This is an optimization exercise on Yosys and OpenROAD, whose aim is small area, a short achievable clock period and few clock cycles per item, not a production implementation.
Only simulation tests tie the RTL to the original design; equivalence was not proved.
No activity file was given, so power comes from the tool's default toggle rates.

==> 01-10 <==
==> flow/design.v (excerpt) <==
module sdram_top
(input        in_HCLK,
 input        in_HRESET,
 input        in_HWRITE,
 input        in_HSEL,
 input [31:0] in_HWDATA,
 input [31:0] in_HADDR,
 output         out_HREADY,
 output  [31:0] out_HRDATA
);
==> module sdram_model, before the edit <==
module sdram_model
(
input        in_CLK,
input        in_we,
input  [6:0] in_addr,
input [31:0] in_wdata,
output [31:0] out_rdata
);
	reg [31:0] mem [0:127];
	always @(posedge in_CLK)
		if (in_we)
			mem[in_addr] <= in_wdata;
	assign out_rdata = mem[in_addr];
endmodule
clock: 5.0 ns
lec_check: 0
cap_margin: 10
core_margin: 2
core_utilization: 48
cts_cluster_diameter: 80
cts_cluster_size: 30
setup_slack_margin: 2.4
slew_margin: 10
synth_memory_max_bits: 8192
standard.sh (not shown) runs the stock make flow with config.mk's settings and CLKGATE_MAP_FILE= SYNTH_SCRIPT=/design/flow/synth_recipe.tcl, a recipe that flattens the netlist after the stock synthesis.
==> flow/flow/run.sh <==
#!/bin/bash
# The standard layout (standard synthesis unchanged), with the clock tree
# built without dummy loads.
set -euo pipefail
here=$(pwd)
export CTS_ARGS="-sink_clustering_enable -repair_clock_nets -sink_clustering_size 30 -sink_clustering_max_diameter 80 -dont_use_dummy_load"
bash standard.sh > "$here/make_flow.log" 2>&1
==> inputs of 12-27, as changes to 01-10 <==
--- a/flow/design.v
+++ b/flow/design.v
@@ -11,5 +11,14 @@
 		if (in_we)
 			mem[in_addr] <= in_wdata;
-	assign out_rdata = mem[in_addr];
+	wire [15:0] hi = 16'b1 << in_addr[6:3];
+	wire [7:0]  lo = 8'b1 << in_addr[2:0];
+	reg [31:0] rd;
+	integer i;
+	always @(*) begin
+		rd = 32'b0;
+		for (i = 0; i < 128; i = i + 1)
+			rd = rd | ({32{hi[i >> 3] & lo[i & 7]}} & mem[i]);
+	end
+	assign out_rdata = rd;
 endmodule
 module sdram_top
==> flow/run.sh (new file) <==
#!/bin/bash
# synth_recipe.tcl (not shown) runs the flow's synth.tcl, then flattens the netlist and writes it again
# the make line also repeats each setting of config.mk as NAME=value (left out here)
make -C /OpenROAD-flow-scripts/flow DESIGN_CONFIG=/design/flow/config.mk WORK_HOME=/design/flow/orfs CLKGATE_MAP_FILE= SYNTH_SCRIPT=/design/flow/synth_recipe.tcl finish
CORE_UTILIZATION = 60   (was 48)
SETUP_SLACK_MARGIN = 2.7   (was 2.4)
removed: flow/flow/run.sh
removed: flow/standard.sh
==> inputs of 07-20, as changes to 01-10 <==
==> flow/run.sh (new file) <==
#!/bin/bash
# synth_recipe.tcl (not shown) runs the flow's synth.tcl, then flattens the netlist and writes it again
# the make line also repeats each setting of config.mk as NAME=value (left out here)
make -C /OpenROAD-flow-scripts/flow DESIGN_CONFIG=/design/flow/config.mk WORK_HOME=/design/flow/orfs CLKGATE_MAP_FILE= SYNTH_SCRIPT=/design/flow/synth_recipe.tcl finish
removed: flow/flow/run.sh
removed: flow/standard.sh
==> results.txt <==
12-27 ended with an error in global routing (5_1_grt) on GRT-0116. 07-20 passed the timing, design-rule and antenna checks. 01-10 ran to the end with no violations.
Against 07-20, the non-clock buffer count of 01-10 is higher by 40.
In 07-20 the clock power is larger than in 01-10, by 13%.
In cell area, 01-10 and 07-20 hardly differ.
In 07-20 the register-to-register slack is lower than in 01-10, by 140 ps.
Of 12-27 and 01-10, 01-10 has the higher synthesized cell count (gap about 5%, measured against 01-10).
Against 01-10, the maximum frequency of 07-20 is lower by 0.43%.
Core utilization is about the same in 07-20 and 01-10.
Of 07-20 and 01-10, 01-10 has the higher critical path depth (gap 2).
First-iteration DRC count: 07-20 is lower than 01-10 (3.1%).
==> figures <==
quantity                                                         01-10          07-20                      12-27
Largest register FFs                                             4,096          4,096                          -
Number of buffers created by CTS                                   179            179                        166
Ratio of total power to cell area                         334.0 mW/mm2   345.0 mW/mm2                          -
Synth-to-layout area growth                                     14.27%         14.23%                          -
Worst flop-to-flop path endpoint                         hold_rdata[8]  hold_rdata[4]                          -
Final-report setup violation count                                   0              0                          -
Logic gate share of total power                                   8.8%           8.3%                          -
Detailed router's first-iteration violation count               17,670         17,130                          -
Cell variety after synth                                            77             77                         68
Overall die width                                             576.5 um       576.5 um                   507.5 um
CP Launch Point                                           in_HADDR[17]   in_HADDR[17]                          -
Post-CTS setup buffer count                                        116            107                        912
Length of the first detailed-routing pass in iterations              9             12                          -
Largest fanout on the critical path                                  8             32                          -
Run status                                    timing/DRC/antenna clean  timing/DRC/antenna clean  aborted with a tool error
Last stage reached                                                   -              -   global routing (5_1_grt)
Multi-input logic cell count                                     4,195          4,196                          -
Register cell area after layout                             0.1237 mm2     0.1237 mm2                          -
Required arrival time at the worst endpoint                    5840 ps        5840 ps                          -
Switching Power                                              13,840 uW      14,630 uW                          -
Testbench counts of 01-10, summed over its fixed seeds: cycles 19,172, items 12,800.
Testbench counts of 12-27, summed over its fixed seeds: cycles 19,172, items 12,800.
Testbench counts of 07-20, summed over its fixed seeds: cycles 19,172, items 12,800.

* * *

==> inputs of try-harbor <==
Starting RTL as in the previous note.
export LEC_CHECK = 0
export CAP_MARGIN = 10
export CORE_MARGIN = 2
export CORE_UTILIZATION = 55
export CTS_CLUSTER_DIAMETER = 80
export CTS_CLUSTER_SIZE = 30
export SETUP_SLACK_MARGIN = 2.4
export SLEW_MARGIN = 10
export SYNTH_MEMORY_MAX_BITS = 8192
create_clock -name core_clock -period 5.0 [get_ports {in_HCLK}]
run.sh (not shown) runs the stock make flow with config.mk's settings and CLKGATE_MAP_FILE= SYNTH_SCRIPT=/design/flow/synth_recipe.tcl, a recipe that flattens the netlist after the stock synthesis.
Stock flow here: none of the scripts above is used.
==> try-maple (differences from try-harbor) <==
CORE_UTILIZATION = 40   (was 55)
==> results.txt <==
Worst hold slack: try-maple is better than try-harbor (13 ps). Of try-maple and try-harbor, try-harbor has the higher count of clock-buffer cells in the layout (gap 1). Between try-harbor and try-maple, the lower via count is in try-harbor (gap 0.88%, measured against try-maple). Between try-maple and try-harbor, the lower critical path depth is in try-maple (gap 1). Of try-harbor and try-maple, try-harbor has the higher sequential share of layout area (gap 1.2 points).
Testbench counts of try-harbor, summed over its fixed seeds: cycles 19,172, items 12,800.
Testbench counts of try-maple, summed over its fixed seeds: cycles 19,172, items 12,800.

* * *

==> try-indigo <==
==> flow/design.v <==
module sdram_model
(
input        in_CLK,
input        in_we,
input  [6:0] in_addr,
input [31:0] in_wdata,
output [31:0] out_rdata
);
	reg [31:0] mem [0:127];
	always @(posedge in_CLK)
		if (in_we)
			mem[in_addr] <= in_wdata;
	assign out_rdata = mem[in_addr];
endmodule
module sdram_top
(input        in_HCLK,
 input        in_HRESET,
 input        in_HWRITE,
 input        in_HSEL,
 input [31:0] in_HWDATA,
 input [31:0] in_HADDR,
 output         out_HREADY,
 output  [31:0] out_HRDATA
);
    wire [6:0] word = {in_HADDR[15:14], in_HADDR[1:0], in_HADDR[18:16]};
    sdram_model sdram_model(
        .in_CLK(in_HCLK),
        .in_we(in_HSEL & in_HWRITE & ~in_HRESET),
        .in_addr(word),
        .in_wdata(in_HWDATA),
        .out_rdata(out_HRDATA));
    assign out_HREADY = 1'b1;
endmodule
==> flow/run.sh <==
#!/bin/bash
# synth_recipe.tcl (not shown) runs the flow's synth.tcl, then flattens the netlist and writes it again
# the make line also repeats each setting of config.mk as NAME=value (left out here)
make -C /OpenROAD-flow-scripts/flow DESIGN_CONFIG=/design/flow/config.mk WORK_HOME=/design/flow/orfs CLKGATE_MAP_FILE= SYNTH_SCRIPT=/design/flow/synth_recipe.tcl finish
==> flow/config.mk <==
export PLATFORM = sky130hd
export DESIGN_NAME = sdram_top
export DESIGN_NICKNAME = sdram_top
export VERILOG_FILES = /design/flow/design.v
export SDC_FILE = /design/flow/constraint.sdc
export NUM_CORES = 4
export LEC_CHECK = 0
export CAP_MARGIN = 20
export CORE_MARGIN = 2
export CORE_UTILIZATION = 40
export SLEW_MARGIN = 20
export SYNTH_MEMORY_MAX_BITS = 8192
==> flow/constraint.sdc <==
create_clock -name core_clock -period 5.0 [get_ports {in_HCLK}]
set_input_delay 1.0000 -clock core_clock [delete_from_list [all_inputs] [get_ports {in_HCLK}]]
set_output_delay 1.0000 -clock core_clock [all_outputs]
set_load 0.01 [all_outputs]
==> try-onyx (differences from try-indigo) <==
==> flow/design.v, changed modules only <==
module sdram_top
(input        in_HCLK,
 input        in_HRESET,
 input        in_HWRITE,
 input        in_HSEL,
 input [31:0] in_HWDATA,
 input [31:0] in_HADDR,
 output         out_HREADY,
 output  [31:0] out_HRDATA
);
    wire [6:0] word = {in_HADDR[15:14], in_HADDR[1:0], in_HADDR[18:16]};
    wire [31:0] rdata;
    sdram_model sdram_model(
        .in_CLK(in_HCLK),
        .in_we(in_HSEL & in_HWRITE & ~in_HRESET),
        .in_addr(word),
        .in_wdata(in_HWDATA),
        .out_rdata(rdata));
    reg        read_pending;
    reg [31:0] hold_rdata;
    always @(posedge in_HRESET or posedge in_HCLK)
        if (in_HRESET)
            read_pending <= 1'b0;
        else
            read_pending <= in_HSEL & ~in_HWRITE & ~read_pending;
    always @(posedge in_HCLK)
        hold_rdata <= rdata;
    assign out_HREADY = in_HWRITE | read_pending;
    assign out_HRDATA = hold_rdata;
endmodule
--- a/flow/config.mk
+++ b/flow/config.mk
@@ -5,8 +5,11 @@
 export SDC_FILE = /design/flow/constraint.sdc
 export NUM_CORES = 4
 export LEC_CHECK = 0
-export CAP_MARGIN = 20
+export CAP_MARGIN = 10
 export CORE_MARGIN = 2
 export CORE_UTILIZATION = 40
-export SLEW_MARGIN = 20
+export CTS_CLUSTER_DIAMETER = 80
+export CTS_CLUSTER_SIZE = 30
+export SETUP_SLACK_MARGIN = 2.0
+export SLEW_MARGIN = 10
 export SYNTH_MEMORY_MAX_BITS = 8192
==> notes <==
- try-onyx ran to the end with no violations. try-indigo reached the layout checks and failed them: setup timing.
- In try-onyx the first-iteration DRC count is larger than in try-indigo, by 4.9%.
- In try-indigo the count of clock-buffer cells in the layout is higher than in try-onyx, by 304.
- In try-onyx the combinational power is smaller than in try-indigo, by about 13%.
- Sequential cell count: try-onyx is higher than try-indigo (33).
- Clock power: try-onyx is smaller than try-indigo (about 40%).
- Of try-onyx and try-indigo, try-indigo has the higher via count (gap 4.4%, measured against try-indigo).
- Against try-onyx, the core utilization of try-indigo is higher by 3.6 points.
- In try-onyx the critical path depth is lower than in try-indigo, by 3.
- Against try-indigo, the maximum frequency of try-onyx is larger by about 65%.
Testbench counts of try-indigo, summed over its fixed seeds: cycles 12,800, items 12,800.
Testbench counts of try-onyx, summed over its fixed seeds: cycles 19,172, items 12,800.

[separate check: timing with driven ports]
In the flow no input, the clock included, has a driving cell. The finished layouts below were timed again as built, in two steps. Step 1: set_driving_cell puts a clkbuf_16 on in_HCLK and a buf_2 on each other input, an assumption about the parent block. Step 2 also shifts input and output timing later by t, the mid clock arrival at the registers, as if the neighbouring blocks saw the same clock. Three values: ideal, step 1, step 2; two values: the first two.
run	t (ns)	slack for setup (ns)	hold slack, ns	worst setup path at the end
01-10	0.988	2.067 / 1.754 / 0.766	0.269 / 0.186 / 0.505	input to register
07-20	1.020	2.055 / 1.682 / 0.662	0.222 / 0.139 / 0.509	input to register
try-harbor	1.028	2.134 / 1.686 / 0.658	0.203 / 0.121 / 0.525	input to register
try-maple	1.028	2.039 / 1.615 / 0.587	0.216 / 0.136 / 0.524	input to register
try-indigo	1.075	-0.175 / -0.393 / -0.393	0.467 / 0.383 / 1.459	input to output
try-onyx	1.033	1.865 / 1.580 / 0.547	0.184 / 0.096 / 0.497	input to register
The setup slack of try-harbor, which loses most, moves by -0.448 ns with the drivers and by -1.476 ns with both steps.
